Context: an optimization exercise on an open-source flow, tuned for small area, a short achievable clock period and few clock cycles per item. The choices shown serve that exercise and are no tape-out recipe. RTL that was checked went through simulation tests only; none was proved equivalent to the original. Power and IR drop assume default switching activity.

==> flow/design.v (excerpt) <==
module ALU_16bit (
    input              clk,
    input              rst,
    input              start,
    input       [3:0]  op,
    input  signed [15:0] A,
    input  signed [15:0] B,
    output reg signed [15:0] Z_low,
    output     signed [15:0] Z_high,
    output reg         valid
);
clock: 6.0 ns
lec_check: 0
abc_area: 1
cap_margin: 20
core_margin: 2
core_utilization: 40
setup_slack_margin: 1.6
slew_margin: 20
standard.sh (not shown) runs the stock make flow with config.mk's settings and CLKGATE_MAP_FILE= SYNTH_SCRIPT=/design/flow/synth_recipe.tcl, a recipe that flattens the netlist after the stock synthesis.
==> flow/flow/run.sh <==
#!/bin/bash
# The standard layout, except that the ports are buffered with buf_2 cells
# instead of the default delay-type buffer.  Each tool's output is in
# standard.log (make) and orfs/logs/.
export BUFFER_PORTS_ARGS="-buffer_cell sky130_fd_sc_hd__buf_2"
bash standard.sh > standard.log 2>&1
Testbench counts at the start, summed over its fixed seeds: cycles 36,454, items 24,000.
Change:
--- a/flow/design.v
+++ b/flow/design.v
@@ -112,20 +112,23 @@
     wire inv  = (s_mul & d_neg) | (s_iter & ~(sb_r ^ r_neg)) | (s_fix & fix_sb);
     wire h1   = (s_mul & f_one) | (idle & A[2]);
     wire h2   = (s_mul & f_two) | (idle & A[3] & ~A[2]);
     wire hinv = (s_mul & f_neg) | (idle & A[3]);
     wire        mul_any = s_mul | idle;
     wire [17:0] by18 = (({18{e1}} & {{2{B[15]}}, B}) | ({18{e2}} & {B[15], B, 1'b0})) ^ {18{inv}};
     wire [19:0] by  = {{2{by18[17]}}, by18};
     wire [17:0] hy  = ((({18{h1}} & {{2{B[15]}}, B}) | ({18{h2}} & {B[15], B, 1'b0})) ^ {18{hinv}});
-    wire [19:0] ty  = {hy, hinv, mul_any & inv};
+    wire [19:0] ty  = mul_any ? {hy, hinv, inv} : 20'd0;
+    wire [19:0] cs_s = ax ^ by ^ ty;
+    wire [19:0] cs_c = {(ax[18:0] & by[18:0]) | (ax[18:0] & ty[18:0]) | (by[18:0] & ty[18:0]),
+                        (mul_any & hinv) | (s_fix & fix_sb)};
     wire        a_ci = mul_any ? hinv : (s_iter ? inv : sa_r);
-    wire [19:0] c0  = {19'd0, (mul_any & hinv) | (s_fix & fix_sb)};
-    wire [19:0] sum = ax + by + ty + c0 + {19'd0, a_ci};
+    wire [20:0] s21 = {cs_s, 1'b1} + {cs_c, a_ci};
+    wire [19:0] sum = s21[20:1];
     wire        sub  = op[0] | op[2];              
     wire [16:0] ae   = {A[15], A};
     wire [16:0] be   = {B[15], B} ^ {17{sub}};
     wire [16:0] ap   = ae ^ be;
     wire [16:0] ag   = ae & be;
     wire [16:0] aco;
     BkCarry #(.WIDTH(17), .LOGW(5)) acy (.p(ap), .g(ag), .ci(sub), .co(aco));
     wire [16:0] add  = ap ^ {aco[15:0], sub};
=> The new run finished clean; total power shrinks by 4.2%; cell count increases by 1.8%; die area climbs by 1.7%; synthesized cell count increases by 2.6%; sequential cell count stays the same; worst hold slack gets worse by 0.015 ns; core utilization fell by 1.6 points; global-route usage is higher by 1.1 points; via count climbs by 2.5%; wire length increases by 3.8%; fmax is lower by 0.85%; register-to-register slack gains 0.14 ns; synthesized area is higher by 1.8%; non-clock buffer count decreases by 14.
Testbench counts after the change, summed over its fixed seeds: cycles 36,454, items 24,000.

--- another note on this design; it stands on its own ---

== rev 12 ==
Design ALU_16bit, start of the top module:
module ALU_16bit (
    input              clk,
    input              rst,
    input              start,
    input       [3:0]  op,
    input  signed [15:0] A,
    input  signed [15:0] B,
    output reg signed [15:0] Z_low,
    output reg signed [15:0] Z_high,
    output reg         valid
);
Size in the first run: roughly 2000 cells after synthesis, ~49 flip-flops, ~72 I/O pins.
Settings: LEC_CHECK=0, ABC_AREA=1, CAP_MARGIN=20, CORE_MARGIN=2, CORE_UTILIZATION=40, SETUP_SLACK_MARGIN=2.0, SLEW_MARGIN=20; clock period 6.0 ns.
standard.sh (not shown) runs the stock make flow with config.mk's settings and CLKGATE_MAP_FILE= SYNTH_SCRIPT=/design/flow/synth_recipe.tcl, a recipe that flattens the netlist after the stock synthesis.
==> flow/flow/run.sh <==
#!/bin/bash
# The standard layout, except that the ports are buffered with buf_2 cells
# instead of the default delay-type buffer.  Each tool's output is in
# standard.log (make) and orfs/logs/.
export BUFFER_PORTS_ARGS="-buffer_cell sky130_fd_sc_hd__buf_2"
bash standard.sh > standard.log 2>&1
The inputs of rev 13 differ from those of rev 12 as listed below.
Settings: swapping 2.0 for 1.0 in SETUP_SLACK_MARGIN.
--- outcome ---
- Compared with rev 12, in rev 13 non-clock buffer count lower, register fraction of the total cell area higher.
- As far as total number of multi-input combinational cells is concerned, rev 12 and rev 13 perform about the same.
- Going from rev 12 to rev 13, net count reported at finish shrank by a few percent.
Function was not checked in any run of this note: the RTL went through the layout flow alone.

* * *

Another version of the RTL of ALU_16bit (not shown whole).
Size in the first run: roughly 1700 cells after synthesis.
==> flow/design.v (excerpt) <==
module ALU_16bit (
    input              clk,
    input              rst,
    input              start,
    input       [3:0]  op,
    input  signed [15:0] A,
    input  signed [15:0] B,
    output reg signed [15:0] Z_low,
    output     signed [15:0] Z_high,
    output reg         valid
);
==> flow/config.mk <==
export PLATFORM = sky130hd
export DESIGN_NAME = ALU_16bit
export DESIGN_NICKNAME = ALU_16bit
export VERILOG_FILES = /design/flow/design.v
export SDC_FILE = /design/flow/constraint.sdc
export NUM_CORES = 4
export LEC_CHECK = 0
export ABC_AREA = 1
export CAP_MARGIN = 10
export CORE_MARGIN = 2
export CORE_UTILIZATION = 40
export SETUP_SLACK_MARGIN = 1.3
export SLEW_MARGIN = 10
==> flow/constraint.sdc <==
create_clock -name core_clock -period 6.0 [get_ports {clk}]
set_input_delay 1.2000 -clock core_clock [delete_from_list [all_inputs] [get_ports {clk}]]
set_output_delay 1.2000 -clock core_clock [all_outputs]
set_load 0.01 [all_outputs]
Scripts as last shown in full above: flow/flow/run.sh
Testbench counts at the start, summed over its fixed seeds: cycles 36,454, items 24,000.
Edit:
Settings changed: CAP_MARGIN 10 to 20, SETUP_SLACK_MARGIN 1.3 to 1.9, SLEW_MARGIN 10 to 20.
Outcome: Non-clock buffer count climbs by 62. Maximum frequency is higher by roughly a tenth. Wire length grows by roughly a tenth.
Edit:
Settings changed: ABC_AREA 1 to 0, SETUP_SLACK_MARGIN 1.9 to 1.3.
=>
- via count went down slightly
- wire length drops by a few percent
- setup slack gets worse by 440 ps
- critical path depth is lower by 1
- core utilization falls by 5.0 points
- sequential share of layout area goes up by 0.34 points
- total power goes up by a few percent
- design area drops by a few percent

## re-timing with driven ports
In the flow no input, the clock included, has a driving cell. The finished layouts below were timed again as built, in two steps.
Step 1 (the two cells are an assumption about what drives the block):
set clk [get_ports {clk}]
set_driving_cell -lib_cell sky130_fd_sc_hd__clkbuf_16 $clk
set_driving_cell -lib_cell sky130_fd_sc_hd__buf_2 [delete_from_list [all_inputs] $clk]
Step 2 times the ports against the registers' clock, not the clock port: input delays grow and output delays shrink by t, the midpoint of the rising clock arrivals with the driver on.
Three values: ideal, step 1, step 2; two values: the first two.
run	t (ns)	setup slack, ns	worst setup path after step 2	cell pins on the clock port's net
the first run of note 1	0.364	1.683 / 1.683 / 1.350	input to register	1
the second run of note 1	0.362	1.646 / 1.668 / 1.305	input to register	1
rev 12	0.348	1.541 / 1.554 / 1.205	input to register	1
rev 13	0.346	1.137 / 1.164 / 0.819	input to register	1
the first run of note 3	0.370	1.443 / 1.459 / 1.088	input to register	1
the second run of note 3	0.368	1.869 / 1.866 / 1.497	input to register	1
the third run of note 3	0.360	1.424 / 1.455 / 1.095	input to register	1
After both steps every run listed still meets setup and hold. The setup slack of the second run of note 3, which loses most, moves by -0.003 ns with the drivers and by -0.372 ns with both steps.
